This is an optimization exercise on Yosys and OpenROAD, whose aim is small area and a short achievable clock period, not a production implementation.
The RTL was checked by simulation tests, not by an equivalence proof against the original design.

==> flow/design.v (outline; a module is shown in full before it is edited, if it fits) <==
// module fifo: 56 lines
// module multiplier: 2930 lines
// module adder: 254 lines
// module component: 55 lines
module component (
    input  wire         clk,
    input  wire         rst,
    input  wire [31:0]  fifo1_data_in,
    input  wire [31:0]  fifo2_data_in,
    input  wire [31:0]  fifo3_data_in,
    input  wire         fifo1_write_en,
    input  wire         fifo2_write_en,
    input  wire         fifo3_write_en,
    input  wire         fifo1_read_en,
    input  wire         fifo2_read_en,
    input  wire         fifo3_read_en,
    output wire [31:0]  result_out,
    output wire         fifo1_empty,
    output wire         fifo2_empty,
    output wire         fifo3_empty,
    output wire         fifo1_full,
    output wire         fifo2_full,
    output wire         fifo3_full
);
  // ...
==> flow/run.sh <==
#!/bin/bash
# synth_recipe.tcl (not shown) runs the flow's synth.tcl, then flattens the netlist and writes it again
# the make line also repeats each setting of config.mk as NAME=value (left out here)
make -C /OpenROAD-flow-scripts/flow DESIGN_CONFIG=/design/flow/config.mk WORK_HOME=/design/flow/orfs CLKGATE_MAP_FILE= SYNTH_SCRIPT=/design/flow/synth_recipe.tcl finish
==> flow/config.mk <==
export PLATFORM = sky130hd
export DESIGN_NAME = component
export DESIGN_NICKNAME = component
export VERILOG_FILES = /design/flow/design.v
export SDC_FILE = /design/flow/constraint.sdc
export NUM_CORES = 4
export LEC_CHECK = 0
export CAP_MARGIN = 20
export CORE_MARGIN = 2
export CORE_UTILIZATION = 45
export PLACE_DENSITY = 0.6
export SLEW_MARGIN = 20
==> flow/constraint.sdc <==
create_clock -name core_clock -period 13.0 [get_ports {clk}]
set_input_delay 2.6000 -clock core_clock [delete_from_list [all_inputs] [get_ports {clk}]]
set_output_delay 2.6000 -clock core_clock [all_outputs]
set_load 0.01 [all_outputs]
==> flow_metrics.tcl, run 1 <==
set metrics [dict create \
    run_status "complete, no violations" \
    synth_largest_type_area_fraction_pct 55.1 \
    antenna_cells 0 \
    layout.non_clock_inverters 393 \
    die_area_mm2 0.178 \
    floorplan.tapcells 2325 \
    initial_antenna_violation_count 13 \
    syn_to_final_growth_pct 12.7 \
    maxClockFrequency_mhz 110 \
    clock_cell_area_share_pct 6.37 \
    post_cts_resized 0 \
    grt_util_met2_pct 37.3 \
    regToRegSetupSlack_ps 4840 \
    critical-path-top-cell-by-count "xnor2_1" \
    globalRoute.totalOverflow 0 \
    initial_core_utilization_pct 45.3 \
    port_buffers 141 \
    setup_total_negative_slack_ps 0 \
    rsz0062_at_grt "false" \
    cts_tree "done" \
    synthCells 4823 \
    hold_path_end "fifo3_inst.head[16]" \
    detail-route-antenna-nets 0 \
    finalWirelength_mm 200 \
    most_common_cell_after_layout_fill_and_taps_aside "edfxtp_1" \
    layout.area.seq_mm2 0.0489 \
    pin_slew_with_the_least_headroom_to_its_limit_ps 1140 \
    grtUsageMet1_pct 31.4 \
]
==> module fifo, before the edit <==
module fifo #(
    parameter DATA_WIDTH = 32
) (
    input  wire                   clk,
    input  wire                   rst,
    input  wire                   wr_en,
    input  wire                   re_en,
    input  wire [DATA_WIDTH-1:0]  data_in,
    output wire [DATA_WIDTH-1:0]  next_head,
    output wire                   empty,
    output wire                   full
);
    localparam MDEPTH = 15;
    reg [DATA_WIDTH-1:0] memory [0:MDEPTH-1];
    reg [DATA_WIDTH-1:0] head;
    reg [3:0] wr_ptr;
    reg [3:0] rd_ptr;
    reg [4:0] count;
    reg empty_reg;
    reg full_reg;
    reg one_reg;
    integer i;
    wire wr_fire = wr_en && !full_reg;
    wire rd_fire = re_en && !empty_reg;
    wire ld_din = wr_fire && (empty_reg || (rd_fire && one_reg));
    wire ld_mem = rd_fire && !one_reg;
    wire push   = wr_fire && !ld_din;
    assign next_head = ld_din ? data_in : (ld_mem ? memory[rd_ptr] : head);
    wire [4:0] count_next = count + {4'd0, wr_fire} - {4'd0, rd_fire};
    always @ (posedge clk or posedge rst) begin
        if (rst) begin
            wr_ptr    <= 4'd0;
            rd_ptr    <= 4'd0;
            count     <= 5'd0;
            empty_reg <= 1'b1;
            full_reg  <= 1'b0;
            one_reg   <= 1'b0;
        end else begin
            if (push)
                wr_ptr <= (wr_ptr == MDEPTH - 1) ? 4'd0 : wr_ptr + 4'd1;
            if (ld_mem)
                rd_ptr <= (rd_ptr == MDEPTH - 1) ? 4'd0 : rd_ptr + 4'd1;
            count     <= count_next;
            empty_reg <= (count_next == 5'd0);
            full_reg  <= (count_next == 5'd16);
            one_reg   <= (count_next == 5'd1);
        end
    end
    always @ (posedge clk) begin
        head <= next_head;
        if (push)
            memory[wr_ptr] <= data_in;
    end
    assign empty = empty_reg;
    assign full  = full_reg;
endmodule
==> module component, before the edit <==
module component (
    input  wire         clk,
    input  wire         rst,
    input  wire [31:0]  fifo1_data_in,
    input  wire [31:0]  fifo2_data_in,
    input  wire [31:0]  fifo3_data_in,
    input  wire         fifo1_write_en,
    input  wire         fifo2_write_en,
    input  wire         fifo3_write_en,
    input  wire         fifo1_read_en,
    input  wire         fifo2_read_en,
    input  wire         fifo3_read_en,
    output wire [31:0]  result_out,
    output wire         fifo1_empty,
    output wire         fifo2_empty,
    output wire         fifo3_empty,
    output wire         fifo1_full,
    output wire         fifo2_full,
    output wire         fifo3_full
);
    wire [31:0] fifo1_next;
    wire [31:0] fifo2_next;
    wire [31:0] fifo3_next;
    fifo #(.DATA_WIDTH(32)) fifo1_inst (
        .clk(clk), .rst(rst),
        .wr_en(fifo1_write_en), .re_en(fifo1_read_en),
        .data_in(fifo1_data_in), .next_head(fifo1_next),
        .empty(fifo1_empty), .full(fifo1_full)
    );
    fifo #(.DATA_WIDTH(32)) fifo2_inst (
        .clk(clk), .rst(rst),
        .wr_en(fifo2_write_en), .re_en(fifo2_read_en),
        .data_in(fifo2_data_in), .next_head(fifo2_next),
        .empty(fifo2_empty), .full(fifo2_full)
    );
    fifo #(.DATA_WIDTH(32)) fifo3_inst (
        .clk(clk), .rst(rst),
        .wr_en(fifo3_write_en), .re_en(fifo3_read_en),
        .data_in(fifo3_data_in), .next_head(fifo3_next),
        .empty(fifo3_empty), .full(fifo3_full)
    );
    localparam NB = 125;   
    wire [NB-1:0] rows_next;
    reg  [NB-1:0] rows;
    multiplier #(.NB(NB)) mult_inst (
        .a(fifo1_next), .b(fifo2_next), .c(fifo3_next),
        .rows(rows_next)
    );
    always @ (posedge clk)
        rows <= rows_next;
    adder #(.NB(NB)) adder_inst (
        .rows(rows),
        .sum(result_out)
    );
endmodule
==> run 2, diff against run 1 <==
--- a/flow/design.v
+++ b/flow/design.v
@@ -14,36 +14,45 @@
     reg [DATA_WIDTH-1:0] memory [0:MDEPTH-1];
     reg [DATA_WIDTH-1:0] head;
     reg [3:0] wr_ptr;
-    reg [3:0] rd_ptr;
+    reg [MDEPTH-1:0] rd_sel;    
     reg [4:0] count;
     reg empty_reg;
     reg full_reg;
     reg one_reg;
+    reg many_reg;
     integer i;
     wire wr_fire = wr_en && !full_reg;
     wire rd_fire = re_en && !empty_reg;
-    wire ld_din = wr_fire && (empty_reg || (rd_fire && one_reg));
-    wire ld_mem = rd_fire && !one_reg;
+    wire ld_din = wr_en && (empty_reg || (re_en && one_reg));
+    wire ld_mem = re_en && many_reg;
     wire push   = wr_fire && !ld_din;
-    assign next_head = ld_din ? data_in : (ld_mem ? memory[rd_ptr] : head);
+    reg [DATA_WIDTH-1:0] mem_out;
+    always @* begin
+        mem_out = {DATA_WIDTH{1'b0}};
+        for (i = 0; i < MDEPTH; i = i + 1)
+            mem_out = mem_out | (memory[i] & {DATA_WIDTH{rd_sel[i]}});
+    end
+    assign next_head = ld_din ? data_in : (ld_mem ? mem_out : head);
     wire [4:0] count_next = count + {4'd0, wr_fire} - {4'd0, rd_fire};
     always @ (posedge clk or posedge rst) begin
         if (rst) begin
             wr_ptr    <= 4'd0;
-            rd_ptr    <= 4'd0;
+            rd_sel    <= {{(MDEPTH-1){1'b0}}, 1'b1};
             count     <= 5'd0;
             empty_reg <= 1'b1;
             full_reg  <= 1'b0;
             one_reg   <= 1'b0;
+            many_reg  <= 1'b0;
         end else begin
             if (push)
                 wr_ptr <= (wr_ptr == MDEPTH - 1) ? 4'd0 : wr_ptr + 4'd1;
             if (ld_mem)
-                rd_ptr <= (rd_ptr == MDEPTH - 1) ? 4'd0 : rd_ptr + 4'd1;
+                rd_sel <= {rd_sel[MDEPTH-2:0], rd_sel[MDEPTH-1]};
             count     <= count_next;
             empty_reg <= (count_next == 5'd0);
             full_reg  <= (count_next == 5'd16);
             one_reg   <= (count_next == 5'd1);
+            many_reg  <= (count_next >= 5'd2);
         end
     end
     always @ (posedge clk) begin
@@ -55,7 +64,7 @@
     assign full  = full_reg;
 endmodule
 module multiplier #(
-    parameter NB = 125
+    parameter NB = 182
 ) (
     input  wire [31:0] a,
     input  wire [31:0] b,
@@ -1346,120 +1355,6 @@
     wire t1282;
     wire t1283;
     wire t1284;
-    wire t1285;
-    wire t1286;
-    wire t1287;
-    wire t1288;
-    wire t1289;
-    wire t1290;
-    wire t1291;
-    wire t1292;
-    wire t1293;
-    wire t1294;
-    wire t1295;
-    wire t1296;
-    wire t1297;
-    wire t1298;
-    wire t1299;
-    wire t1300;
-    wire t1301;
-    wire t1302;
-    wire t1303;
-    wire t1304;
-    wire t1305;
-    wire t1306;
-    wire t1307;
-    wire t1308;
-    wire t1309;
-    wire t1310;
-    wire t1311;
-    wire t1312;
-    wire t1313;
-    wire t1314;
-    wire t1315;
-    wire t1316;
-    wire t1317;
-    wire t1318;
-    wire t1319;
-    wire t1320;
-    wire t1321;
-    wire t1322;
-    wire t1323;
-    wire t1324;
-    wire t1325;
-    wire t1326;
-    wire t1327;
-    wire t1328;
-    wire t1329;
-    wire t1330;
-    wire t1331;
-    wire t1332;
-    wire t1333;
-    wire t1334;
-    wire t1335;
-    wire t1336;
-    wire t1337;
-    wire t1338;
-    wire t1339;
-    wire t1340;
-    wire t1341;
-    wire t1342;
-    wire t1343;
-    wire t1344;
-    wire t1345;
-    wire t1346;
-    wire t1347;
-    wire t1348;
-    wire t1349;
-    wire t1350;
-    wire t1351;
-    wire t1352;
-    wire t1353;
-    wire t1354;
-    wire t1355;
-    wire t1356;
-    wire t1357;
-    wire t1358;
-    wire t1359;
-    wire t1360;
-    wire t1361;
-    wire t1362;
-    wire t1363;
-    wire t1364;
-    wire t1365;
-    wire t1366;
-    wire t1367;
-    wire t1368;
-    wire t1369;
-    wire t1370;
-    wire t1371;
-    wire t1372;
-    wire t1373;
-    wire t1374;
-    wire t1375;
-    wire t1376;
-    wire t1377;
-    wire t1378;
-    wire t1379;
-    wire t1380;
-    wire t1381;
-    wire t1382;
-    wire t1383;
-    wire t1384;
-    wire t1385;
-    wire t1386;
-    wire t1387;
-    wire t1388;
-    wire t1389;
-    wire t1390;
-    wire t1391;
-    wire t1392;
-    wire t1393;
-    wire t1394;
-    wire t1395;
-    wire t1396;
-    wire t1397;
-    wire t1398;
     assign t1 = a[0] & b[0];
     assign t2 = a[0] & b[1];
     assign t3 = a[1] & b[0];
@@ -2744,120 +2639,6 @@
     assign t1282 = (t1118 & t1120) | (t1118 & t1121) | (t1120 & t1121);
     assign t1283 = t1123 ^ t1125 ^ t1127;
     assign t1284 = (t1123 & t1125) | (t1123 & t1127) | (t1125 & t1127);
-    assign t1285 = t7 ^ t8;
-    assign t1286 = t7 & t8;
-    assign t1287 = t11 ^ t12 ^ t13;
-    assign t1288 = (t11 & t12) | (t11 & t13) | (t12 & t13);
-    assign t1289 = t14 ^ t15;
-    assign t1290 = t14 & t15;
-    assign t1291 = t18 ^ t19 ^ t20;
-    assign t1292 = (t18 & t19) | (t18 & t20) | (t19 & t20);
-    assign t1293 = t21 ^ c[5] ^ t1129;
-    assign t1294 = (t21 & c[5]) | (t21 & t1129) | (c[5] & t1129);
-    assign t1295 = t27 ^ t28 ^ c[6];
-    assign t1296 = (t27 & t28) | (t27 & c[6]) | (t28 & c[6]);
-    assign t1297 = t1130 ^ t1131 ^ t1133;
-    assign t1298 = (t1130 & t1131) | (t1130 & t1133) | (t1131 & t1133);
-    assign t1299 = c[7] ^ t1132 ^ t1134;
-    assign t1300 = (c[7] & t1132) | (c[7] & t1134) | (t1132 & t1134);
-    assign t1301 = t1135 ^ t1137 ^ t1139;
-    assign t1302 = (t1135 & t1137) | (t1135 & t1139) | (t1137 & t1139);
-    assign t1303 = t1136 ^ t1138 ^ t1140;
-    assign t1304 = (t1136 & t1138) | (t1136 & t1140) | (t1138 & t1140);
-    assign t1305 = t1141 ^ t1143 ^ t1145;
-    assign t1306 = (t1141 & t1143) | (t1141 & t1145) | (t1143 & t1145);
-    assign t1307 = t1142 ^ t1144 ^ t1146;
-    assign t1308 = (t1142 & t1144) | (t1142 & t1146) | (t1144 & t1146);
-    assign t1309 = t1147 ^ t1149 ^ t1151;
-    assign t1310 = (t1147 & t1149) | (t1147 & t1151) | (t1149 & t1151);
-    assign t1311 = t1148 ^ t1150 ^ t1152;
-    assign t1312 = (t1148 & t1150) | (t1148 & t1152) | (t1150 & t1152);
-    assign t1313 = t1153 ^ t1155 ^ t1157;
-    assign t1314 = (t1153 & t1155) | (t1153 & t1157) | (t1155 & t1157);
-    assign t1315 = t1154 ^ t1156 ^ t1158;
-    assign t1316 = (t1154 & t1156) | (t1154 & t1158) | (t1156 & t1158);
-    assign t1317 = t1159 ^ t1161 ^ t1163;
-    assign t1318 = (t1159 & t1161) | (t1159 & t1163) | (t1161 & t1163);
-    assign t1319 = t1160 ^ t1162 ^ t1164;
-    assign t1320 = (t1160 & t1162) | (t1160 & t1164) | (t1162 & t1164);
-    assign t1321 = t1165 ^ t1167 ^ t1169;
-    assign t1322 = (t1165 & t1167) | (t1165 & t1169) | (t1167 & t1169);
-    assign t1323 = t1166 ^ t1168 ^ t1170;
-    assign t1324 = (t1166 & t1168) | (t1166 & t1170) | (t1168 & t1170);
-    assign t1325 = t1171 ^ t1173 ^ t1175;
-    assign t1326 = (t1171 & t1173) | (t1171 & t1175) | (t1173 & t1175);
-    assign t1327 = t1172 ^ t1174 ^ t1176;
-    assign t1328 = (t1172 & t1174) | (t1172 & t1176) | (t1174 & t1176);
-    assign t1329 = t1177 ^ t1179 ^ t1181;
-    assign t1330 = (t1177 & t1179) | (t1177 & t1181) | (t1179 & t1181);
-    assign t1331 = t1178 ^ t1180 ^ t1182;
-    assign t1332 = (t1178 & t1180) | (t1178 & t1182) | (t1180 & t1182);
-    assign t1333 = t1183 ^ t1185 ^ t1187;
-    assign t1334 = (t1183 & t1185) | (t1183 & t1187) | (t1185 & t1187);
-    assign t1335 = t1184 ^ t1186 ^ t1188;
-    assign t1336 = (t1184 & t1186) | (t1184 & t1188) | (t1186 & t1188);
-    assign t1337 = t1189 ^ t1191 ^ t1193;
-    assign t1338 = (t1189 & t1191) | (t1189 & t1193) | (t1191 & t1193);
-    assign t1339 = t1190 ^ t1192 ^ t1194;
-    assign t1340 = (t1190 & t1192) | (t1190 & t1194) | (t1192 & t1194);
-    assign t1341 = t1195 ^ t1197 ^ t1199;
-    assign t1342 = (t1195 & t1197) | (t1195 & t1199) | (t1197 & t1199);
-    assign t1343 = t1196 ^ t1198 ^ t1200;
-    assign t1344 = (t1196 & t1198) | (t1196 & t1200) | (t1198 & t1200);
-    assign t1345 = t1201 ^ t1203 ^ t1205;
-    assign t1346 = (t1201 & t1203) | (t1201 & t1205) | (t1203 & t1205);
-    assign t1347 = t1202 ^ t1204 ^ t1206;
-    assign t1348 = (t1202 & t1204) | (t1202 & t1206) | (t1204 & t1206);
-    assign t1349 = t1207 ^ t1209 ^ t1211;
-    assign t1350 = (t1207 & t1209) | (t1207 & t1211) | (t1209 & t1211);
-    assign t1351 = t1208 ^ t1210 ^ t1212;
-    assign t1352 = (t1208 & t1210) | (t1208 & t1212) | (t1210 & t1212);
-    assign t1353 = t1213 ^ t1215 ^ t1217;
-    assign t1354 = (t1213 & t1215) | (t1213 & t1217) | (t1215 & t1217);
-    assign t1355 = t1214 ^ t1216 ^ t1218;
-    assign t1356 = (t1214 & t1216) | (t1214 & t1218) | (t1216 & t1218);
-    assign t1357 = t1219 ^ t1221 ^ t1223;
-    assign t1358 = (t1219 & t1221) | (t1219 & t1223) | (t1221 & t1223);
-    assign t1359 = t1220 ^ t1222 ^ t1224;
-    assign t1360 = (t1220 & t1222) | (t1220 & t1224) | (t1222 & t1224);
-    assign t1361 = t1225 ^ t1227 ^ t1229;
-    assign t1362 = (t1225 & t1227) | (t1225 & t1229) | (t1227 & t1229);
-    assign t1363 = t1226 ^ t1228 ^ t1230;
-    assign t1364 = (t1226 & t1228) | (t1226 & t1230) | (t1228 & t1230);
-    assign t1365 = t1231 ^ t1233 ^ t1235;
-    assign t1366 = (t1231 & t1233) | (t1231 & t1235) | (t1233 & t1235);
-    assign t1367 = t1232 ^ t1234 ^ t1236;
-    assign t1368 = (t1232 & t1234) | (t1232 & t1236) | (t1234 & t1236);
-    assign t1369 = t1237 ^ t1239 ^ t1241;
-    assign t1370 = (t1237 & t1239) | (t1237 & t1241) | (t1239 & t1241);
-    assign t1371 = t1238 ^ t1240 ^ t1242;
-    assign t1372 = (t1238 & t1240) | (t1238 & t1242) | (t1240 & t1242);
-    assign t1373 = t1243 ^ t1245 ^ t1247;
-    assign t1374 = (t1243 & t1245) | (t1243 & t1247) | (t1245 & t1247);
-    assign t1375 = t1244 ^ t1246 ^ t1248;
-    assign t1376 = (t1244 & t1246) | (t1244 & t1248) | (t1246 & t1248);
-    assign t1377 = t1249 ^ t1251 ^ t1253;
-    assign t1378 = (t1249 & t1251) | (t1249 & t1253) | (t1251 & t1253);
-    assign t1379 = t1250 ^ t1252 ^ t1254;
-    assign t1380 = (t1250 & t1252) | (t1250 & t1254) | (t1252 & t1254);
-    assign t1381 = t1255 ^ t1257 ^ t1259;
-    assign t1382 = (t1255 & t1257) | (t1255 & t1259) | (t1257 & t1259);
-    assign t1383 = t1256 ^ t1258 ^ t1260;
-    assign t1384 = (t1256 & t1258) | (t1256 & t1260) | (t1258 & t1260);
-    assign t1385 = t1261 ^ t1263 ^ t1265;
-    assign t1386 = (t1261 & t1263) | (t1261 & t1265) | (t1263 & t1265);
-    assign t1387 = t1262 ^ t1264 ^ t1266;
-    assign t1388 = (t1262 & t1264) | (t1262 & t1266) | (t1264 & t1266);
-    assign t1389 = t1267 ^ t1269 ^ t1271;
-    assign t1390 = (t1267 & t1269) | (t1267 & t1271) | (t1269 & t1271);
-    assign t1391 = t1268 ^ t1270 ^ t1272;
-    assign t1392 = (t1268 & t1270) | (t1268 & t1272) | (t1270 & t1272);
-    assign t1393 = t1273 ^ t1275 ^ t1277;
-    assign t1394 = (t1273 & t1275) | (t1273 & t1277) | (t1275 & t1277);
-    assign t1395 = t1274 ^ t1276 ^ t1278;
-    assign t1396 = (t1274 & t1276) | (t1274 & t1278) | (t1276 & t1278);
-    assign t1397 = t1279 ^ t1281 ^ t1283;
-    assign t1398 = (t1279 & t1281) | (t1279 & t1283) | (t1281 & t1283);
     assign rows[0] = t1;   
     assign rows[1] = c[0];   
     assign rows[2] = t2;   
@@ -2867,125 +2648,182 @@
     assign rows[6] = t5;   
     assign rows[7] = t6;   
     assign rows[8] = c[2];   
-    assign rows[9] = t9;   
-    assign rows[10] = t10;   
-    assign rows[11] = c[3];   
-    assign rows[12] = t1285;   
-    assign rows[13] = c[4];   
-    assign rows[14] = t1286;   
-    assign rows[15] = t1287;   
-    assign rows[16] = t1289;   
-    assign rows[17] = t1288;   
-    assign rows[18] = t1290;   
-    assign rows[19] = t1291;   
-    assign rows[20] = t1293;   
-    assign rows[21] = t1292;   
-    assign rows[22] = t1294;   
-    assign rows[23] = t1295;   
-    assign rows[24] = t1297;   
-    assign rows[25] = t1296;   
-    assign rows[26] = t1298;   
-    assign rows[27] = t1299;   
-    assign rows[28] = t1301;   
-    assign rows[29] = t1300;   
-    assign rows[30] = t1302;   
-    assign rows[31] = t1303;   
-    assign rows[32] = t1305;   
-    assign rows[33] = t1304;   
-    assign rows[34] = t1306;   
-    assign rows[35] = t1307;   
-    assign rows[36] = t1309;   
-    assign rows[37] = t1308;   
-    assign rows[38] = t1310;   
-    assign rows[39] = t1311;   
-    assign rows[40] = t1313;   
-    assign rows[41] = t1312;   
-    assign rows[42] = t1314;   
-    assign rows[43] = t1315;   
-    assign rows[44] = t1317;   
-    assign rows[45] = t1316;   
-    assign rows[46] = t1318;   
-    assign rows[47] = t1319;   
-    assign rows[48] = t1321;   
-    assign rows[49] = t1320;   
-    assign rows[50] = t1322;   
-    assign rows[51] = t1323;   
-    assign rows[52] = t1325;   
-    assign rows[53] = t1324;   
-    assign rows[54] = t1326;   
-    assign rows[55] = t1327;   
-    assign rows[56] = t1329;   
-    assign rows[57] = t1328;   
-    assign rows[58] = t1330;   
-    assign rows[59] = t1331;   
-    assign rows[60] = t1333;   
-    assign rows[61] = t1332;   
-    assign rows[62] = t1334;   
-    assign rows[63] = t1335;   
-    assign rows[64] = t1337;   
-    assign rows[65] = t1336;   
-    assign rows[66] = t1338;   
-    assign rows[67] = t1339;   
-    assign rows[68] = t1341;   
-    assign rows[69] = t1340;   
-    assign rows[70] = t1342;   
-    assign rows[71] = t1343;   
-    assign rows[72] = t1345;   
-    assign rows[73] = t1344;   
-    assign rows[74] = t1346;   
-    assign rows[75] = t1347;   
-    assign rows[76] = t1349;   
-    assign rows[77] = t1348;   
-    assign rows[78] = t1350;   
-    assign rows[79] = t1351;   
-    assign rows[80] = t1353;   
-    assign rows[81] = t1352;   
-    assign rows[82] = t1354;   
-    assign rows[83] = t1355;   
-    assign rows[84] = t1357;   
-    assign rows[85] = t1356;   
-    assign rows[86] = t1358;   
-    assign rows[87] = t1359;   
-    assign rows[88] = t1361;   
-    assign rows[89] = t1360;   
-    assign rows[90] = t1362;   
-    assign rows[91] = t1363;   
-    assign rows[92] = t1365;   
-    assign rows[93] = t1364;   
-    assign rows[94] = t1366;   
-    assign rows[95] = t1367;   
-    assign rows[96] = t1369;   
-    assign rows[97] = t1368;   
-    assign rows[98] = t1370;   
-    assign rows[99] = t1371;   
-    assign rows[100] = t1373;   
-    assign rows[101] = t1372;   
-    assign rows[102] = t1374;   
-    assign rows[103] = t1375;   
-    assign rows[104] = t1377;   
-    assign rows[105] = t1376;   
-    assign rows[106] = t1378;   
-    assign rows[107] = t1379;   
-    assign rows[108] = t1381;   
-    assign rows[109] = t1380;   
-    assign rows[110] = t1382;   
-    assign rows[111] = t1383;   
-    assign rows[112] = t1385;   
-    assign rows[113] = t1384;   
-    assign rows[114] = t1386;   
-    assign rows[115] = t1387;   
-    assign rows[116] = t1389;   
-    assign rows[117] = t1388;   
-    assign rows[118] = t1390;   
-    assign rows[119] = t1391;   
-    assign rows[120] = t1393;   
-    assign rows[121] = t1392;   
-    assign rows[122] = t1394;   
-    assign rows[123] = t1395;   
-    assign rows[124] = t1397;   
+    assign rows[9] = t7;   
+    assign rows[10] = t8;   
+    assign rows[11] = t9;   
+    assign rows[12] = t10;   
+    assign rows[13] = c[3];   
+    assign rows[14] = t11;   
+    assign rows[15] = t12;   
+    assign rows[16] = t13;   
+    assign rows[17] = t14;   
+    assign rows[18] = t15;   
+    assign rows[19] = c[4];   
+    assign rows[20] = t18;   
+    assign rows[21] = t19;   
+    assign rows[22] = t20;   
+    assign rows[23] = t21;   
+    assign rows[24] = c[5];   
+    assign rows[25] = t1129;   
+    assign rows[26] = t27;   
+    assign rows[27] = t28;   
+    assign rows[28] = c[6];   
+    assign rows[29] = t1130;   
+    assign rows[30] = t1131;   
+    assign rows[31] = t1133;   
+    assign rows[32] = c[7];   
+    assign rows[33] = t1132;   
+    assign rows[34] = t1134;   
+    assign rows[35] = t1135;   
+    assign rows[36] = t1137;   
+    assign rows[37] = t1139;   
+    assign rows[38] = t1136;   
+    assign rows[39] = t1138;   
+    assign rows[40] = t1140;   
+    assign rows[41] = t1141;   
+    assign rows[42] = t1143;   
+    assign rows[43] = t1145;   
+    assign rows[44] = t1142;   
+    assign rows[45] = t1144;   
+    assign rows[46] = t1146;   
+    assign rows[47] = t1147;   
+    assign rows[48] = t1149;   
+    assign rows[49] = t1151;   
+    assign rows[50] = t1148;   
+    assign rows[51] = t1150;   
+    assign rows[52] = t1152;   
+    assign rows[53] = t1153;   
+    assign rows[54] = t1155;   
+    assign rows[55] = t1157;   
+    assign rows[56] = t1154;   
+    assign rows[57] = t1156;   
+    assign rows[58] = t1158;   
+    assign rows[59] = t1159;   
+    assign rows[60] = t1161;   
+    assign rows[61] = t1163;   
+    assign rows[62] = t1160;   
+    assign rows[63] = t1162;   
+    assign rows[64] = t1164;   
+    assign rows[65] = t1165;   
+    assign rows[66] = t1167;   
+    assign rows[67] = t1169;   
+    assign rows[68] = t1166;   
+    assign rows[69] = t1168;   
+    assign rows[70] = t1170;   
+    assign rows[71] = t1171;   
+    assign rows[72] = t1173;   
+    assign rows[73] = t1175;   
+    assign rows[74] = t1172;   
+    assign rows[75] = t1174;   
+    assign rows[76] = t1176;   
+    assign rows[77] = t1177;   
+    assign rows[78] = t1179;   
+    assign rows[79] = t1181;   
+    assign rows[80] = t1178;   
+    assign rows[81] = t1180;   
+    assign rows[82] = t1182;   
+    assign rows[83] = t1183;   
+    assign rows[84] = t1185;   
+    assign rows[85] = t1187;   
+    assign rows[86] = t1184;   
+    assign rows[87] = t1186;   
+    assign rows[88] = t1188;   
+    assign rows[89] = t1189;   
+    assign rows[90] = t1191;   
+    assign rows[91] = t1193;   
+    assign rows[92] = t1190;   
+    assign rows[93] = t1192;   
+    assign rows[94] = t1194;   
+    assign rows[95] = t1195;   
+    assign rows[96] = t1197;   
+    assign rows[97] = t1199;   
+    assign rows[98] = t1196;   
+    assign rows[99] = t1198;   
+    assign rows[100] = t1200;   
+    assign rows[101] = t1201;   
+    assign rows[102] = t1203;   
+    assign rows[103] = t1205;   
+    assign rows[104] = t1202;   
+    assign rows[105] = t1204;   
+    assign rows[106] = t1206;   
+    assign rows[107] = t1207;   
+    assign rows[108] = t1209;   
+    assign rows[109] = t1211;   
+    assign rows[110] = t1208;   
+    assign rows[111] = t1210;   
+    assign rows[112] = t1212;   
+    assign rows[113] = t1213;   
+    assign rows[114] = t1215;   
+    assign rows[115] = t1217;   
+    assign rows[116] = t1214;   
+    assign rows[117] = t1216;   
+    assign rows[118] = t1218;   
+    assign rows[119] = t1219;   
+    assign rows[120] = t1221;   
+    assign rows[121] = t1223;   
+    assign rows[122] = t1220;   
+    assign rows[123] = t1222;   
+    assign rows[124] = t1224;   
+    assign rows[125] = t1225;   
+    assign rows[126] = t1227;   
+    assign rows[127] = t1229;   
+    assign rows[128] = t1226;   
+    assign rows[129] = t1228;   
+    assign rows[130] = t1230;   
+    assign rows[131] = t1231;   
+    assign rows[132] = t1233;   
+    assign rows[133] = t1235;   
+    assign rows[134] = t1232;   
+    assign rows[135] = t1234;   
+    assign rows[136] = t1236;   
+    assign rows[137] = t1237;   
+    assign rows[138] = t1239;   
+    assign rows[139] = t1241;   
+    assign rows[140] = t1238;   
+    assign rows[141] = t1240;   
+    assign rows[142] = t1242;   
+    assign rows[143] = t1243;   
+    assign rows[144] = t1245;   
+    assign rows[145] = t1247;   
+    assign rows[146] = t1244;   
+    assign rows[147] = t1246;   
+    assign rows[148] = t1248;   
+    assign rows[149] = t1249;   
+    assign rows[150] = t1251;   
+    assign rows[151] = t1253;   
+    assign rows[152] = t1250;   
+    assign rows[153] = t1252;   
+    assign rows[154] = t1254;   
+    assign rows[155] = t1255;   
+    assign rows[156] = t1257;   
+    assign rows[157] = t1259;   
+    assign rows[158] = t1256;   
+    assign rows[159] = t1258;   
+    assign rows[160] = t1260;   
+    assign rows[161] = t1261;   
+    assign rows[162] = t1263;   
+    assign rows[163] = t1265;   
+    assign rows[164] = t1262;   
+    assign rows[165] = t1264;   
+    assign rows[166] = t1266;   
+    assign rows[167] = t1267;   
+    assign rows[168] = t1269;   
+    assign rows[169] = t1271;   
+    assign rows[170] = t1268;   
+    assign rows[171] = t1270;   
+    assign rows[172] = t1272;   
+    assign rows[173] = t1273;   
+    assign rows[174] = t1275;   
+    assign rows[175] = t1277;   
+    assign rows[176] = t1274;   
+    assign rows[177] = t1276;   
+    assign rows[178] = t1278;   
+    assign rows[179] = t1279;   
+    assign rows[180] = t1281;   
+    assign rows[181] = t1283;   
 endmodule
 module adder #(
-    parameter NB = 125
+    parameter NB = 182
 ) (
     input  wire [NB-1:0] rows,
     output wire [31:0] sum
@@ -3112,130 +2950,358 @@
     wire u120;
     wire u121;
     wire u122;
-    assign u1 = rows[5] ^ rows[6];
-    assign u2 = rows[5] & rows[6];
-    assign u3 = rows[9] ^ rows[10] ^ rows[11];
-    assign u4 = (rows[9] & rows[10]) | (rows[9] & rows[11]) | (rows[10] & rows[11]);
-    assign u5 = rows[13] ^ rows[14] ^ rows[15];
-    assign u6 = (rows[13] & rows[14]) | (rows[13] & rows[15]) | (rows[14] & rows[15]);
-    assign u7 = rows[17] ^ rows[18] ^ rows[19];
-    assign u8 = (rows[17] & rows[18]) | (rows[17] & rows[19]) | (rows[18] & rows[19]);
-    assign u9 = rows[21] ^ rows[22] ^ rows[23];
-    assign u10 = (rows[21] & rows[22]) | (rows[21] & rows[23]) | (rows[22] & rows[23]);
-    assign u11 = rows[25] ^ rows[26] ^ rows[27];
-    assign u12 = (rows[25] & rows[26]) | (rows[25] & rows[27]) | (rows[26] & rows[27]);
+    wire u123;
+    wire u124;
+    wire u125;
+    wire u126;
+    wire u127;
+    wire u128;
+    wire u129;
+    wire u130;
+    wire u131;
+    wire u132;
+    wire u133;
+    wire u134;
+    wire u135;
+    wire u136;
+    wire u137;
+    wire u138;
+    wire u139;
+    wire u140;
+    wire u141;
+    wire u142;
+    wire u143;
+    wire u144;
+    wire u145;
+    wire u146;
+    wire u147;
+    wire u148;
+    wire u149;
+    wire u150;
+    wire u151;
+    wire u152;
+    wire u153;
+    wire u154;
+    wire u155;
+    wire u156;
+    wire u157;
+    wire u158;
+    wire u159;
+    wire u160;
+    wire u161;
+    wire u162;
+    wire u163;
+    wire u164;
+    wire u165;
+    wire u166;
+    wire u167;
+    wire u168;
+    wire u169;
+    wire u170;
+    wire u171;
+    wire u172;
+    wire u173;
+    wire u174;
+    wire u175;
+    wire u176;
+    wire u177;
+    wire u178;
+    wire u179;
+    wire u180;
+    wire u181;
+    wire u182;
+    wire u183;
+    wire u184;
+    wire u185;
+    wire u186;
+    wire u187;
+    wire u188;
+    wire u189;
+    wire u190;
+    wire u191;
+    wire u192;
+    wire u193;
+    wire u194;
+    wire u195;
+    wire u196;
+    wire u197;
+    wire u198;
+    wire u199;
+    wire u200;
+    wire u201;
+    wire u202;
+    wire u203;
+    wire u204;
+    wire u205;
+    wire u206;
+    wire u207;
+    wire u208;
+    wire u209;
+    wire u210;
+    wire u211;
+    wire u212;
+    wire u213;
+    wire u214;
+    wire u215;
+    wire u216;
+    wire u217;
+    wire u218;
+    wire u219;
+    wire u220;
+    wire u221;
+    wire u222;
+    wire u223;
+    wire u224;
+    wire u225;
+    wire u226;
+    wire u227;
+    wire u228;
+    wire u229;
+    wire u230;
+    wire u231;
+    wire u232;
+    wire u233;
+    wire u234;
+    wire u235;
+    wire u236;
+    assign u1 = rows[9] ^ rows[10];
+    assign u2 = rows[9] & rows[10];
+    assign u3 = rows[14] ^ rows[15] ^ rows[16];
+    assign u4 = (rows[14] & rows[15]) | (rows[14] & rows[16]) | (rows[15] & rows[16]);
+    assign u5 = rows[17] ^ rows[18];
+    assign u6 = rows[17] & rows[18];
+    assign u7 = rows[20] ^ rows[21] ^ rows[22];
+    assign u8 = (rows[20] & rows[21]) | (rows[20] & rows[22]) | (rows[21] & rows[22]);
+    assign u9 = rows[23] ^ rows[24] ^ rows[25];
+    assign u10 = (rows[23] & rows[24]) | (rows[23] & rows[25]) | (rows[24] & rows[25]);
+    assign u11 = rows[26] ^ rows[27] ^ rows[28];
+    assign u12 = (rows[26] & rows[27]) | (rows[26] & rows[28]) | (rows[27] & rows[28]);
     assign u13 = rows[29] ^ rows[30] ^ rows[31];
     assign u14 = (rows[29] & rows[30]) | (rows[29] & rows[31]) | (rows[30] & rows[31]);
-    assign u15 = rows[33] ^ rows[34] ^ rows[35];
-    assign u16 = (rows[33] & rows[34]) | (rows[33] & rows[35]) | (rows[34] & rows[35]);
-    assign u17 = rows[37] ^ rows[38] ^ rows[39];
-    assign u18 = (rows[37] & rows[38]) | (rows[37] & rows[39]) | (rows[38] & rows[39]);
-    assign u19 = rows[41] ^ rows[42] ^ rows[43];
-    assign u20 = (rows[41] & rows[42]) | (rows[41] & rows[43]) | (rows[42] & rows[43]);
-    assign u21 = rows[45] ^ rows[46] ^ rows[47];
-    assign u22 = (rows[45] & rows[46]) | (rows[45] & rows[47]) | (rows[46] & rows[47]);
-    assign u23 = rows[49] ^ rows[50] ^ rows[51];
-    assign u24 = (rows[49] & rows[50]) | (rows[49] & rows[51]) | (rows[50] & rows[51]);
-    assign u25 = rows[53] ^ rows[54] ^ rows[55];
-    assign u26 = (rows[53] & rows[54]) | (rows[53] & rows[55]) | (rows[54] & rows[55]);
-    assign u27 = rows[57] ^ rows[58] ^ rows[59];
-    assign u28 = (rows[57] & rows[58]) | (rows[57] & rows[59]) | (rows[58] & rows[59]);
-    assign u29 = rows[61] ^ rows[62] ^ rows[63];
-    assign u30 = (rows[61] & rows[62]) | (rows[61] & rows[63]) | (rows[62] & rows[63]);
-    assign u31 = rows[65] ^ rows[66] ^ rows[67];
-    assign u32 = (rows[65] & rows[66]) | (rows[65] & rows[67]) | (rows[66] & rows[67]);
-    assign u33 = rows[69] ^ rows[70] ^ rows[71];
-    assign u34 = (rows[69] & rows[70]) | (rows[69] & rows[71]) | (rows[70] & rows[71]);
-    assign u35 = rows[73] ^ rows[74] ^ rows[75];
-    assign u36 = (rows[73] & rows[74]) | (rows[73] & rows[75]) | (rows[74] & rows[75]);
-    assign u37 = rows[77] ^ rows[78] ^ rows[79];
-    assign u38 = (rows[77] & rows[78]) | (rows[77] & rows[79]) | (rows[78] & rows[79]);
-    assign u39 = rows[81] ^ rows[82] ^ rows[83];
-    assign u40 = (rows[81] & rows[82]) | (rows[81] & rows[83]) | (rows[82] & rows[83]);
-    assign u41 = rows[85] ^ rows[86] ^ rows[87];
-    assign u42 = (rows[85] & rows[86]) | (rows[85] & rows[87]) | (rows[86] & rows[87]);
-    assign u43 = rows[89] ^ rows[90] ^ rows[91];
-    assign u44 = (rows[89] & rows[90]) | (rows[89] & rows[91]) | (rows[90] & rows[91]);
-    assign u45 = rows[93] ^ rows[94] ^ rows[95];
-    assign u46 = (rows[93] & rows[94]) | (rows[93] & rows[95]) | (rows[94] & rows[95]);
-    assign u47 = rows[97] ^ rows[98] ^ rows[99];
-    assign u48 = (rows[97] & rows[98]) | (rows[97] & rows[99]) | (rows[98] & rows[99]);
-    assign u49 = rows[101] ^ rows[102] ^ rows[103];
-    assign u50 = (rows[101] & rows[102]) | (rows[101] & rows[103]) | (rows[102] & rows[103]);
-    assign u51 = rows[105] ^ rows[106] ^ rows[107];
-    assign u52 = (rows[105] & rows[106]) | (rows[105] & rows[107]) | (rows[106] & rows[107]);
-    assign u53 = rows[109] ^ rows[110] ^ rows[111];
-    assign u54 = (rows[109] & rows[110]) | (rows[109] & rows[111]) | (rows[110] & rows[111]);
-    assign u55 = rows[113] ^ rows[114] ^ rows[115];
-    assign u56 = (rows[113] & rows[114]) | (rows[113] & rows[115]) | (rows[114] & rows[115]);
-    assign u57 = rows[117] ^ rows[118] ^ rows[119];
-    assign u58 = (rows[117] & rows[118]) | (rows[117] & rows[119]) | (rows[118] & rows[119]);
-    assign u59 = rows[121] ^ rows[122] ^ rows[123];
-    assign u60 = (rows[121] & rows[122]) | (rows[121] & rows[123]) | (rows[122] & rows[123]);
-    assign u61 = rows[2] ^ rows[3];
-    assign u62 = rows[2] & rows[3];
-    assign u63 = rows[7] ^ rows[8] ^ u1;
-    assign u64 = (rows[7] & rows[8]) | (rows[7] & u1) | (rows[8] & u1);
-    assign u65 = rows[12] ^ u2 ^ u3;
-    assign u66 = (rows[12] & u2) | (rows[12] & u3) | (u2 & u3);
-    assign u67 = rows[16] ^ u4 ^ u5;
-    assign u68 = (rows[16] & u4) | (rows[16] & u5) | (u4 & u5);
-    assign u69 = rows[20] ^ u6 ^ u7;
-    assign u70 = (rows[20] & u6) | (rows[20] & u7) | (u6 & u7);
-    assign u71 = rows[24] ^ u8 ^ u9;
-    assign u72 = (rows[24] & u8) | (rows[24] & u9) | (u8 & u9);
-    assign u73 = rows[28] ^ u10 ^ u11;
-    assign u74 = (rows[28] & u10) | (rows[28] & u11) | (u10 & u11);
-    assign u75 = rows[32] ^ u12 ^ u13;
-    assign u76 = (rows[32] & u12) | (rows[32] & u13) | (u12 & u13);
-    assign u77 = rows[36] ^ u14 ^ u15;
-    assign u78 = (rows[36] & u14) | (rows[36] & u15) | (u14 & u15);
-    assign u79 = rows[40] ^ u16 ^ u17;
-    assign u80 = (rows[40] & u16) | (rows[40] & u17) | (u16 & u17);
-    assign u81 = rows[44] ^ u18 ^ u19;
-    assign u82 = (rows[44] & u18) | (rows[44] & u19) | (u18 & u19);
-    assign u83 = rows[48] ^ u20 ^ u21;
-    assign u84 = (rows[48] & u20) | (rows[48] & u21) | (u20 & u21);
-    assign u85 = rows[52] ^ u22 ^ u23;
-    assign u86 = (rows[52] & u22) | (rows[52] & u23) | (u22 & u23);
-    assign u87 = rows[56] ^ u24 ^ u25;
-    assign u88 = (rows[56] & u24) | (rows[56] & u25) | (u24 & u25);
-    assign u89 = rows[60] ^ u26 ^ u27;
-    assign u90 = (rows[60] & u26) | (rows[60] & u27) | (u26 & u27);
-    assign u91 = rows[64] ^ u28 ^ u29;
-    assign u92 = (rows[64] & u28) | (rows[64] & u29) | (u28 & u29);
-    assign u93 = rows[68] ^ u30 ^ u31;
-    assign u94 = (rows[68] & u30) | (rows[68] & u31) | (u30 & u31);
-    assign u95 = rows[72] ^ u32 ^ u33;
-    assign u96 = (rows[72] & u32) | (rows[72] & u33) | (u32 & u33);
-    assign u97 = rows[76] ^ u34 ^ u35;
-    assign u98 = (rows[76] & u34) | (rows[76] & u35) | (u34 & u35);
-    assign u99 = rows[80] ^ u36 ^ u37;
-    assign u100 = (rows[80] & u36) | (rows[80] & u37) | (u36 & u37);
-    assign u101 = rows[84] ^ u38 ^ u39;
-    assign u102 = (rows[84] & u38) | (rows[84] & u39) | (u38 & u39);
-    assign u103 = rows[88] ^ u40 ^ u41;
-    assign u104 = (rows[88] & u40) | (rows[88] & u41) | (u40 & u41);
-    assign u105 = rows[92] ^ u42 ^ u43;
-    assign u106 = (rows[92] & u42) | (rows[92] & u43) | (u42 & u43);
-    assign u107 = rows[96] ^ u44 ^ u45;
-    assign u108 = (rows[96] & u44) | (rows[96] & u45) | (u44 & u45);
-    assign u109 = rows[100] ^ u46 ^ u47;
-    assign u110 = (rows[100] & u46) | (rows[100] & u47) | (u46 & u47);
-    assign u111 = rows[104] ^ u48 ^ u49;
-    assign u112 = (rows[104] & u48) | (rows[104] & u49) | (u48 & u49);
-    assign u113 = rows[108] ^ u50 ^ u51;
-    assign u114 = (rows[108] & u50) | (rows[108] & u51) | (u50 & u51);
-    assign u115 = rows[112] ^ u52 ^ u53;
-    assign u116 = (rows[112] & u52) | (rows[112] & u53) | (u52 & u53);
-    assign u117 = rows[116] ^ u54 ^ u55;
-    assign u118 = (rows[116] & u54) | (rows[116] & u55) | (u54 & u55);
-    assign u119 = rows[120] ^ u56 ^ u57;
-    assign u120 = (rows[120] & u56) | (rows[120] & u57) | (u56 & u57);
-    assign u121 = rows[124] ^ u58 ^ u59;
-    assign u122 = (rows[124] & u58) | (rows[124] & u59) | (u58 & u59);
-    wire [31:0] x = {u120, u118, u116, u114, u112, u110, u108, u106, u104, u102, u100, u98, u96, u94, u92, u90, u88, u86, u84, u82, u80, u78, u76, u74, u72, u70, u68, u66, u64, u62, rows[4], rows[0]};
-    wire [31:0] y = {u121, u119, u117, u115, u113, u111, u109, u107, u105, u103, u101, u99, u97, u95, u93, u91, u89, u87, u85, u83, u81, u79, u77, u75, u73, u71, u69, u67, u65, u63, u61, rows[1]};
+    assign u15 = rows[32] ^ rows[33] ^ rows[34];
+    assign u16 = (rows[32] & rows[33]) | (rows[32] & rows[34]) | (rows[33] & rows[34]);
+    assign u17 = rows[35] ^ rows[36] ^ rows[37];
+    assign u18 = (rows[35] & rows[36]) | (rows[35] & rows[37]) | (rows[36] & rows[37]);
+    assign u19 = rows[38] ^ rows[39] ^ rows[40];
+    assign u20 = (rows[38] & rows[39]) | (rows[38] & rows[40]) | (rows[39] & rows[40]);
+    assign u21 = rows[41] ^ rows[42] ^ rows[43];
+    assign u22 = (rows[41] & rows[42]) | (rows[41] & rows[43]) | (rows[42] & rows[43]);
+    assign u23 = rows[44] ^ rows[45] ^ rows[46];
+    assign u24 = (rows[44] & rows[45]) | (rows[44] & rows[46]) | (rows[45] & rows[46]);
+    assign u25 = rows[47] ^ rows[48] ^ rows[49];
+    assign u26 = (rows[47] & rows[48]) | (rows[47] & rows[49]) | (rows[48] & rows[49]);
+    assign u27 = rows[50] ^ rows[51] ^ rows[52];
+    assign u28 = (rows[50] & rows[51]) | (rows[50] & rows[52]) | (rows[51] & rows[52]);
+    assign u29 = rows[53] ^ rows[54] ^ rows[55];
+    assign u30 = (rows[53] & rows[54]) | (rows[53] & rows[55]) | (rows[54] & rows[55]);
+    assign u31 = rows[56] ^ rows[57] ^ rows[58];
+    assign u32 = (rows[56] & rows[57]) | (rows[56] & rows[58]) | (rows[57] & rows[58]);
+    assign u33 = rows[59] ^ rows[60] ^ rows[61];
+    assign u34 = (rows[59] & rows[60]) | (rows[59] & rows[61]) | (rows[60] & rows[61]);
+    assign u35 = rows[62] ^ rows[63] ^ rows[64];
+    assign u36 = (rows[62] & rows[63]) | (rows[62] & rows[64]) | (rows[63] & rows[64]);
+    assign u37 = rows[65] ^ rows[66] ^ rows[67];
+    assign u38 = (rows[65] & rows[66]) | (rows[65] & rows[67]) | (rows[66] & rows[67]);
+    assign u39 = rows[68] ^ rows[69] ^ rows[70];
+    assign u40 = (rows[68] & rows[69]) | (rows[68] & rows[70]) | (rows[69] & rows[70]);
+    assign u41 = rows[71] ^ rows[72] ^ rows[73];
+    assign u42 = (rows[71] & rows[72]) | (rows[71] & rows[73]) | (rows[72] & rows[73]);
+    assign u43 = rows[74] ^ rows[75] ^ rows[76];
+    assign u44 = (rows[74] & rows[75]) | (rows[74] & rows[76]) | (rows[75] & rows[76]);
+    assign u45 = rows[77] ^ rows[78] ^ rows[79];
+    assign u46 = (rows[77] & rows[78]) | (rows[77] & rows[79]) | (rows[78] & rows[79]);
+    assign u47 = rows[80] ^ rows[81] ^ rows[82];
+    assign u48 = (rows[80] & rows[81]) | (rows[80] & rows[82]) | (rows[81] & rows[82]);
+    assign u49 = rows[83] ^ rows[84] ^ rows[85];
+    assign u50 = (rows[83] & rows[84]) | (rows[83] & rows[85]) | (rows[84] & rows[85]);
+    assign u51 = rows[86] ^ rows[87] ^ rows[88];
+    assign u52 = (rows[86] & rows[87]) | (rows[86] & rows[88]) | (rows[87] & rows[88]);
+    assign u53 = rows[89] ^ rows[90] ^ rows[91];
+    assign u54 = (rows[89] & rows[90]) | (rows[89] & rows[91]) | (rows[90] & rows[91]);
+    assign u55 = rows[92] ^ rows[93] ^ rows[94];
+    assign u56 = (rows[92] & rows[93]) | (rows[92] & rows[94]) | (rows[93] & rows[94]);
+    assign u57 = rows[95] ^ rows[96] ^ rows[97];
+    assign u58 = (rows[95] & rows[96]) | (rows[95] & rows[97]) | (rows[96] & rows[97]);
+    assign u59 = rows[98] ^ rows[99] ^ rows[100];
+    assign u60 = (rows[98] & rows[99]) | (rows[98] & rows[100]) | (rows[99] & rows[100]);
+    assign u61 = rows[101] ^ rows[102] ^ rows[103];
+    assign u62 = (rows[101] & rows[102]) | (rows[101] & rows[103]) | (rows[102] & rows[103]);
+    assign u63 = rows[104] ^ rows[105] ^ rows[106];
+    assign u64 = (rows[104] & rows[105]) | (rows[104] & rows[106]) | (rows[105] & rows[106]);
+    assign u65 = rows[107] ^ rows[108] ^ rows[109];
+    assign u66 = (rows[107] & rows[108]) | (rows[107] & rows[109]) | (rows[108] & rows[109]);
+    assign u67 = rows[110] ^ rows[111] ^ rows[112];
+    assign u68 = (rows[110] & rows[111]) | (rows[110] & rows[112]) | (rows[111] & rows[112]);
+    assign u69 = rows[113] ^ rows[114] ^ rows[115];
+    assign u70 = (rows[113] & rows[114]) | (rows[113] & rows[115]) | (rows[114] & rows[115]);
+    assign u71 = rows[116] ^ rows[117] ^ rows[118];
+    assign u72 = (rows[116] & rows[117]) | (rows[116] & rows[118]) | (rows[117] & rows[118]);
+    assign u73 = rows[119] ^ rows[120] ^ rows[121];
+    assign u74 = (rows[119] & rows[120]) | (rows[119] & rows[121]) | (rows[120] & rows[121]);
+    assign u75 = rows[122] ^ rows[123] ^ rows[124];
+    assign u76 = (rows[122] & rows[123]) | (rows[122] & rows[124]) | (rows[123] & rows[124]);
+    assign u77 = rows[125] ^ rows[126] ^ rows[127];
+    assign u78 = (rows[125] & rows[126]) | (rows[125] & rows[127]) | (rows[126] & rows[127]);
+    assign u79 = rows[128] ^ rows[129] ^ rows[130];
+    assign u80 = (rows[128] & rows[129]) | (rows[128] & rows[130]) | (rows[129] & rows[130]);
+    assign u81 = rows[131] ^ rows[132] ^ rows[133];
+    assign u82 = (rows[131] & rows[132]) | (rows[131] & rows[133]) | (rows[132] & rows[133]);
+    assign u83 = rows[134] ^ rows[135] ^ rows[136];
+    assign u84 = (rows[134] & rows[135]) | (rows[134] & rows[136]) | (rows[135] & rows[136]);
+    assign u85 = rows[137] ^ rows[138] ^ rows[139];
+    assign u86 = (rows[137] & rows[138]) | (rows[137] & rows[139]) | (rows[138] & rows[139]);
+    assign u87 = rows[140] ^ rows[141] ^ rows[142];
+    assign u88 = (rows[140] & rows[141]) | (rows[140] & rows[142]) | (rows[141] & rows[142]);
+    assign u89 = rows[143] ^ rows[144] ^ rows[145];
+    assign u90 = (rows[143] & rows[144]) | (rows[143] & rows[145]) | (rows[144] & rows[145]);
+    assign u91 = rows[146] ^ rows[147] ^ rows[148];
+    assign u92 = (rows[146] & rows[147]) | (rows[146] & rows[148]) | (rows[147] & rows[148]);
+    assign u93 = rows[149] ^ rows[150] ^ rows[151];
+    assign u94 = (rows[149] & rows[150]) | (rows[149] & rows[151]) | (rows[150] & rows[151]);
+    assign u95 = rows[152] ^ rows[153] ^ rows[154];
+    assign u96 = (rows[152] & rows[153]) | (rows[152] & rows[154]) | (rows[153] & rows[154]);
+    assign u97 = rows[155] ^ rows[156] ^ rows[157];
+    assign u98 = (rows[155] & rows[156]) | (rows[155] & rows[157]) | (rows[156] & rows[157]);
+    assign u99 = rows[158] ^ rows[159] ^ rows[160];
+    assign u100 = (rows[158] & rows[159]) | (rows[158] & rows[160]) | (rows[159] & rows[160]);
+    assign u101 = rows[161] ^ rows[162] ^ rows[163];
+    assign u102 = (rows[161] & rows[162]) | (rows[161] & rows[163]) | (rows[162] & rows[163]);
+    assign u103 = rows[164] ^ rows[165] ^ rows[166];
+    assign u104 = (rows[164] & rows[165]) | (rows[164] & rows[166]) | (rows[165] & rows[166]);
+    assign u105 = rows[167] ^ rows[168] ^ rows[169];
+    assign u106 = (rows[167] & rows[168]) | (rows[167] & rows[169]) | (rows[168] & rows[169]);
+    assign u107 = rows[170] ^ rows[171] ^ rows[172];
+    assign u108 = (rows[170] & rows[171]) | (rows[170] & rows[172]) | (rows[171] & rows[172]);
+    assign u109 = rows[173] ^ rows[174] ^ rows[175];
+    assign u110 = (rows[173] & rows[174]) | (rows[173] & rows[175]) | (rows[174] & rows[175]);
+    assign u111 = rows[176] ^ rows[177] ^ rows[178];
+    assign u112 = (rows[176] & rows[177]) | (rows[176] & rows[178]) | (rows[177] & rows[178]);
+    assign u113 = rows[179] ^ rows[180] ^ rows[181];
+    assign u114 = (rows[179] & rows[180]) | (rows[179] & rows[181]) | (rows[180] & rows[181]);
+    assign u115 = rows[5] ^ rows[6];
+    assign u116 = rows[5] & rows[6];
+    assign u117 = rows[11] ^ rows[12] ^ rows[13];
+    assign u118 = (rows[11] & rows[12]) | (rows[11] & rows[13]) | (rows[12] & rows[13]);
+    assign u119 = rows[19] ^ u2 ^ u3;
+    assign u120 = (rows[19] & u2) | (rows[19] & u3) | (u2 & u3);
+    assign u121 = u4 ^ u6 ^ u7;
+    assign u122 = (u4 & u6) | (u4 & u7) | (u6 & u7);
+    assign u123 = u8 ^ u10 ^ u11;
+    assign u124 = (u8 & u10) | (u8 & u11) | (u10 & u11);
+    assign u125 = u12 ^ u14 ^ u15;
+    assign u126 = (u12 & u14) | (u12 & u15) | (u14 & u15);
+    assign u127 = u16 ^ u18 ^ u19;
+    assign u128 = (u16 & u18) | (u16 & u19) | (u18 & u19);
+    assign u129 = u20 ^ u22 ^ u23;
+    assign u130 = (u20 & u22) | (u20 & u23) | (u22 & u23);
+    assign u131 = u24 ^ u26 ^ u27;
+    assign u132 = (u24 & u26) | (u24 & u27) | (u26 & u27);
+    assign u133 = u28 ^ u30 ^ u31;
+    assign u134 = (u28 & u30) | (u28 & u31) | (u30 & u31);
+    assign u135 = u32 ^ u34 ^ u35;
+    assign u136 = (u32 & u34) | (u32 & u35) | (u34 & u35);
+    assign u137 = u36 ^ u38 ^ u39;
+    assign u138 = (u36 & u38) | (u36 & u39) | (u38 & u39);
+    assign u139 = u40 ^ u42 ^ u43;
+    assign u140 = (u40 & u42) | (u40 & u43) | (u42 & u43);
+    assign u141 = u44 ^ u46 ^ u47;
+    assign u142 = (u44 & u46) | (u44 & u47) | (u46 & u47);
+    assign u143 = u48 ^ u50 ^ u51;
+    assign u144 = (u48 & u50) | (u48 & u51) | (u50 & u51);
+    assign u145 = u52 ^ u54 ^ u55;
+    assign u146 = (u52 & u54) | (u52 & u55) | (u54 & u55);
+    assign u147 = u56 ^ u58 ^ u59;
+    assign u148 = (u56 & u58) | (u56 & u59) | (u58 & u59);
+    assign u149 = u60 ^ u62 ^ u63;
+    assign u150 = (u60 & u62) | (u60 & u63) | (u62 & u63);
+    assign u151 = u64 ^ u66 ^ u67;
+    assign u152 = (u64 & u66) | (u64 & u67) | (u66 & u67);
+    assign u153 = u68 ^ u70 ^ u71;
+    assign u154 = (u68 & u70) | (u68 & u71) | (u70 & u71);
+    assign u155 = u72 ^ u74 ^ u75;
+    assign u156 = (u72 & u74) | (u72 & u75) | (u74 & u75);
+    assign u157 = u76 ^ u78 ^ u79;
+    assign u158 = (u76 & u78) | (u76 & u79) | (u78 & u79);
+    assign u159 = u80 ^ u82 ^ u83;
+    assign u160 = (u80 & u82) | (u80 & u83) | (u82 & u83);
+    assign u161 = u84 ^ u86 ^ u87;
+    assign u162 = (u84 & u86) | (u84 & u87) | (u86 & u87);
+    assign u163 = u88 ^ u90 ^ u91;
+    assign u164 = (u88 & u90) | (u88 & u91) | (u90 & u91);
+    assign u165 = u92 ^ u94 ^ u95;
+    assign u166 = (u92 & u94) | (u92 & u95) | (u94 & u95);
+    assign u167 = u96 ^ u98 ^ u99;
+    assign u168 = (u96 & u98) | (u96 & u99) | (u98 & u99);
+    assign u169 = u100 ^ u102 ^ u103;
+    assign u170 = (u100 & u102) | (u100 & u103) | (u102 & u103);
+    assign u171 = u104 ^ u106 ^ u107;
+    assign u172 = (u104 & u106) | (u104 & u107) | (u106 & u107);
+    assign u173 = u108 ^ u110 ^ u111;
+    assign u174 = (u108 & u110) | (u108 & u111) | (u110 & u111);
+    assign u175 = rows[2] ^ rows[3];
+    assign u176 = rows[2] & rows[3];
+    assign u177 = rows[7] ^ rows[8] ^ u115;
+    assign u178 = (rows[7] & rows[8]) | (rows[7] & u115) | (rows[8] & u115);
+    assign u179 = u1 ^ u116 ^ u117;
+    assign u180 = (u1 & u116) | (u1 & u117) | (u116 & u117);
+    assign u181 = u5 ^ u118 ^ u119;
+    assign u182 = (u5 & u118) | (u5 & u119) | (u118 & u119);
+    assign u183 = u9 ^ u120 ^ u121;
+    assign u184 = (u9 & u120) | (u9 & u121) | (u120 & u121);
+    assign u185 = u13 ^ u122 ^ u123;
+    assign u186 = (u13 & u122) | (u13 & u123) | (u122 & u123);
+    assign u187 = u17 ^ u124 ^ u125;
+    assign u188 = (u17 & u124) | (u17 & u125) | (u124 & u125);
+    assign u189 = u21 ^ u126 ^ u127;
+    assign u190 = (u21 & u126) | (u21 & u127) | (u126 & u127);
+    assign u191 = u25 ^ u128 ^ u129;
+    assign u192 = (u25 & u128) | (u25 & u129) | (u128 & u129);
+    assign u193 = u29 ^ u130 ^ u131;
+    assign u194 = (u29 & u130) | (u29 & u131) | (u130 & u131);
+    assign u195 = u33 ^ u132 ^ u133;
+    assign u196 = (u33 & u132) | (u33 & u133) | (u132 & u133);
+    assign u197 = u37 ^ u134 ^ u135;
+    assign u198 = (u37 & u134) | (u37 & u135) | (u134 & u135);
+    assign u199 = u41 ^ u136 ^ u137;
+    assign u200 = (u41 & u136) | (u41 & u137) | (u136 & u137);
+    assign u201 = u45 ^ u138 ^ u139;
+    assign u202 = (u45 & u138) | (u45 & u139) | (u138 & u139);
+    assign u203 = u49 ^ u140 ^ u141;
+    assign u204 = (u49 & u140) | (u49 & u141) | (u140 & u141);
+    assign u205 = u53 ^ u142 ^ u143;
+    assign u206 = (u53 & u142) | (u53 & u143) | (u142 & u143);
+    assign u207 = u57 ^ u144 ^ u145;
+    assign u208 = (u57 & u144) | (u57 & u145) | (u144 & u145);
+    assign u209 = u61 ^ u146 ^ u147;
+    assign u210 = (u61 & u146) | (u61 & u147) | (u146 & u147);
+    assign u211 = u65 ^ u148 ^ u149;
+    assign u212 = (u65 & u148) | (u65 & u149) | (u148 & u149);
+    assign u213 = u69 ^ u150 ^ u151;
+    assign u214 = (u69 & u150) | (u69 & u151) | (u150 & u151);
+    assign u215 = u73 ^ u152 ^ u153;
+    assign u216 = (u73 & u152) | (u73 & u153) | (u152 & u153);
+    assign u217 = u77 ^ u154 ^ u155;
+    assign u218 = (u77 & u154) | (u77 & u155) | (u154 & u155);
+    assign u219 = u81 ^ u156 ^ u157;
+    assign u220 = (u81 & u156) | (u81 & u157) | (u156 & u157);
+    assign u221 = u85 ^ u158 ^ u159;
+    assign u222 = (u85 & u158) | (u85 & u159) | (u158 & u159);
+    assign u223 = u89 ^ u160 ^ u161;
+    assign u224 = (u89 & u160) | (u89 & u161) | (u160 & u161);
+    assign u225 = u93 ^ u162 ^ u163;
+    assign u226 = (u93 & u162) | (u93 & u163) | (u162 & u163);
+    assign u227 = u97 ^ u164 ^ u165;
+    assign u228 = (u97 & u164) | (u97 & u165) | (u164 & u165);
+    assign u229 = u101 ^ u166 ^ u167;
+    assign u230 = (u101 & u166) | (u101 & u167) | (u166 & u167);
+    assign u231 = u105 ^ u168 ^ u169;
+    assign u232 = (u105 & u168) | (u105 & u169) | (u168 & u169);
+    assign u233 = u109 ^ u170 ^ u171;
+    assign u234 = (u109 & u170) | (u109 & u171) | (u170 & u171);
+    assign u235 = u113 ^ u172 ^ u173;
+    assign u236 = (u113 & u172) | (u113 & u173) | (u172 & u173);
+    wire [31:0] x = {u234, u232, u230, u228, u226, u224, u222, u220, u218, u216, u214, u212, u210, u208, u206, u204, u202, u200, u198, u196, u194, u192, u190, u188, u186, u184, u182, u180, u178, u176, rows[4], rows[0]};
+    wire [31:0] y = {u235, u233, u231, u229, u227, u225, u223, u221, u219, u217, u215, u213, u211, u209, u207, u205, u203, u201, u199, u197, u195, u193, u191, u189, u187, u185, u183, u181, u179, u177, u175, rows[1]};
     assign sum = x + y;
 endmodule
 module component (
@@ -3279,7 +3345,7 @@
         .data_in(fifo3_data_in), .next_head(fifo3_next),
         .empty(fifo3_empty), .full(fifo3_full)
     );
-    localparam NB = 125;   
+    localparam NB = 182;   
     wire [NB-1:0] rows_next;
     reg  [NB-1:0] rows;
     multiplier #(.NB(NB)) mult_inst (
==> flow/flow/run.sh (new file) <==
#!/bin/bash
set -euo pipefail
MARGIN=${MARGIN:-6}
bash standard.sh \
  SETUP_SLACK_MARGIN=$MARGIN \
  "CTS_ARGS=-sink_clustering_enable -repair_clock_nets -dont_use_dummy_load -buf_list sky130_fd_sc_hd__clkbuf_8" \
  "BUFFER_PORTS_ARGS=-buffer_cell sky130_fd_sc_hd__buf_2" \
  finish > make_finish.log 2>&1
==> flow/standard.sh (new file) <==
#!/bin/bash
# synth_recipe.tcl (not shown) runs the flow's synth.tcl, then flattens the netlist and writes it again
# the make line also repeats each setting of config.mk as NAME=value (left out here)
make -C /OpenROAD-flow-scripts/flow DESIGN_CONFIG=/design/flow/config.mk WORK_HOME=/design/flow/orfs CLKGATE_MAP_FILE= SYNTH_SCRIPT=/design/flow/synth_recipe.tcl "${@:-finish}"
removed: flow/run.sh
==> flow_metrics.tcl, run 2 <==
set metrics [dict create \
    synthesis.area_mm2 0.0785 \
    final.min_clock_period_ps 8010 \
    pin_slew_with_the_least_headroom_to_its_limit_ps 1210 \
    number_of_cells_in_the_finished_layout_apart_from_fillers 8244 \
    worst_path_max_delay_cell "fa_1" \
    timing.critical_path.to_type "output port" \
    fp.coreArea_mm2 0.174 \
    synth.top_cells.by_count "edfxtp_1 (1448), inv_1 (610), nand2_1 (610)" \
    start_kind "flop" \
    die_area_mm2 0.178 \
    final_layout_size_suffix_gt1_share_pct 14.6 \
    run_status "complete, no violations" \
    multi_input_area_mm2 0.0248 \
    detail-route-antenna-nets 0 \
    cts-root-to-sink-buffers 4 \
    crit_path_cell_trace "inv_2 -> fa_1 -> inv_1 -> fa_1 -> fa_1 -> ha_4 -> buf_4 -> buf_4 -> nand3_1 -> nor3_2 -> and3_1 -> a31o_2 -> o221ai_4 -> o21bai_4 -> a31o_4 -> a211oi_2 -> xnor2_1 -> buf_2" \
    synth.yosys.warnings 2 \
    die_x_um 422 \
    synth_cell_types 70 \
    dp_cells 7878 \
    syn-mean-instance-area_um2 14.1 \
    grt_usage_pct 26.1 \
    syn_to_final_growth_pct 11.5 \
    hold_class "reg -> reg" \
    synthCells 5569 \
    vias_per_cell 5.88 \
    num_io_pins 142 \
    most_common_cell_after_layout_fill_and_taps_aside "edfxtp_1" \
    gpl.final_weighted_congestion 0.887 \
    synth_area_leader_cell "edfxtp_1" \
    crit_fanout 4 \
    critical_path_required_ps 10400 \
    timing.final.hold_violations 0 \
    reg_top3 "fifo1_inst.memory (480), fifo2_inst.memory (480), fifo3_inst.memory (480)" \
    drv.max_cap_violation_count 0 \
    worstSkewPairLatency_ps 1040 \
    grt_first_pass_wirelength_mm 338 \
    cell_types_occupying_the_most_area_after_synthesis "edfxtp_1 (55%), fa_1 (11%), dfxtp_1 (6.7%)" \
    post-route-period-util_pct 61.6 \
    yosysSeqAreaShare_pct 64.8 \
    cts-buffers-inserted 311 \
    clkTransAtPathRegs_ps 60 \
    post_cts_hold_buffer_count 0 \
    drc 0 \
    cts_tree "done" \
    grt_start_max_net_pins 58 \
    synth_ff_type "edfxtp_1" \
    setup_total_negative_slack_ps 0 \
    max_slew_margin_pct 18.3 \
    clock_tree.root_cell "clkbuf_8" \
    drt_iter0_drc 5543 \
    cp_max_stage_delay_ps 550 \
    cts_max_level 5 \
    filler_cell_count_in_the_final_layout 14600 \
    hpwlAfterDp_mm 132 \
    nNetsFinal 6528 \
    mappedNetlistNets 6188 \
    finalWirelength_mm 234 \
    critical_path_class "reg -> out" \
    maxClockFrequency_mhz 125 \
    synth-async-reset-ratio_pct 4.68 \
    critical-path-top-cell-by-count "fa_1" \
    layout.area.seq_mm2 0.0508 \
    synth_edf_count 1448 \
    routedWlPerCell_um 28.4 \
    rows 153 \
    yosysMostFrequentCell "edfxtp_1" \
    final-setup-viol-count 0 \
    arrival_time_reported_for_the_critical_path_endpoint_ps 5410 \
    fin_worst_skew_ps 94.9 \
    ys_ff_latch 1794 \
    grt_pass1_vias 49300 \
    rsz0062_at_grt "true" \
    synth_largest_type_area_fraction_pct 55.4 \
    initial_antenna_violation_count 32 \
    port_buffers 141 \
    vias 48500 \
    commonest_non_fill_non_tap_cells_in_the_layout "edfxtp_1 (1448), nand2_1 (608), inv_1 (600)" \
    drt-pass1-iter-count 6 \
    final_max_slew_viol_count 0 \
    initial_core_utilization_pct 45.2 \
    globalRoute.totalOverflow 0 \
    dieHeight_um 422 \
    cts.sink_count 1794 \
]
==> run 2: final timing paths <==
path                                  startpoint                    end  slack [ps]  depth (start not counted)
max                                     rows[44]         result_out[31]        4990                         18
min                        fifo1_inst.rd_sel[14]  fifo1_inst.rd_sel[14]         530                          2
max reg2reg                 fifo1_inst.rd_sel[3]              rows[180]        7340                         17
min reg2reg                fifo1_inst.rd_sel[14]  fifo1_inst.rd_sel[14]         530                          2
max in group asynchronous                    rst  fifo2_inst.rd_sel[14]       10020                          3
min in group asynchronous                    rst   fifo3_inst.rd_sel[7]        1710                          2
==> run 2: area by class of cell <==
| type | count | share of cell area, % |
|---|---|---|
| clock buffers | 311 | 4.89 |
| inverters | 620 | 2.67 |
| repair inverters | 1 | 0.00572 |
| diodes | 12 | 0.0343 |
| repair buffers | 341 | 2.63 |
| flip-flops and latches | 1794 | 58.1 |
| well taps | 2325 | 3.32 |
| multi-input cells | 2840 | 28.4 |
==> run 2: worst max-delay path, delay by kind of cell (launching register included) <==
family / cells / cell delay (ps)
compound gates: 5 / 1310
buf+inv: 5 / 530
simple gates: 3 / 340
flops: 1 / 320
xor+xnor: 1 / 160
fa+ha+maj: 4 / 1760
==> run 2: what timing repair did <==
action                     in CTS  in global routing
cloned                          0                  1
gates resized for setup       108                 49
pin swaps                      58                 49
buffers inserted               24                 18
setup endpoints to repair      26                 32
==> run 2: logic make-up after synthesis <==
family          after synthesis  synth area share (%)
flops                      1794                  64.8
simple gates               1234                  7.27
compound gates              989                  9.45
buf+inv                     935                  4.93
fa+ha+maj                   515                  12.4
xor+xnor                    102                  1.17
==> run 2: per-stage QoR <==
step	hold slack, ps	util, %	worst slack, ps	cell area [um^2]
finish	527	50.4	4990	87500
floorplan	494	-	6060	78500
CTS	524	50.2	4890	87200
global placement	503	47.3	5030	82200
global route	568	50.4	4760	87500
detailed placement	509	47.3	4940	82200
==> run 2: routing by layer <==
metal	vias to the layer above	share of wire [%]	global-route usage, %
met5	-	0.072	0
met3	509	9.3	5.52
met2	2502	47	41.3
li1	20300	-	-
met1	25100	40	35.8
met4	26	3.3	9.10

## port drivers added, routing unchanged
Ports are ideal in the flow. The routed layouts listed here were re-timed in OpenROAD.
Step 1: set_driving_cell puts a clkbuf_16 on clk and a buf_2 on each other input, an assumption about the parent block.
Step 2 times the ports against the registers' clock, not the clock port: input delays grow and output delays shrink by t, the midpoint of the rising clock arrivals with the driver on.
Slacks: ideal ports / drivers / drivers and shift; pairs: ideal ports / drivers.
run | shift t [ns] | setup WS [ns]
run 1 | 0.897 | 3.904 / 3.960 / 3.063
run 2 | 1.063 | 4.989 / 4.908 / 5.218
After both steps setup and hold are still met in every run listed.
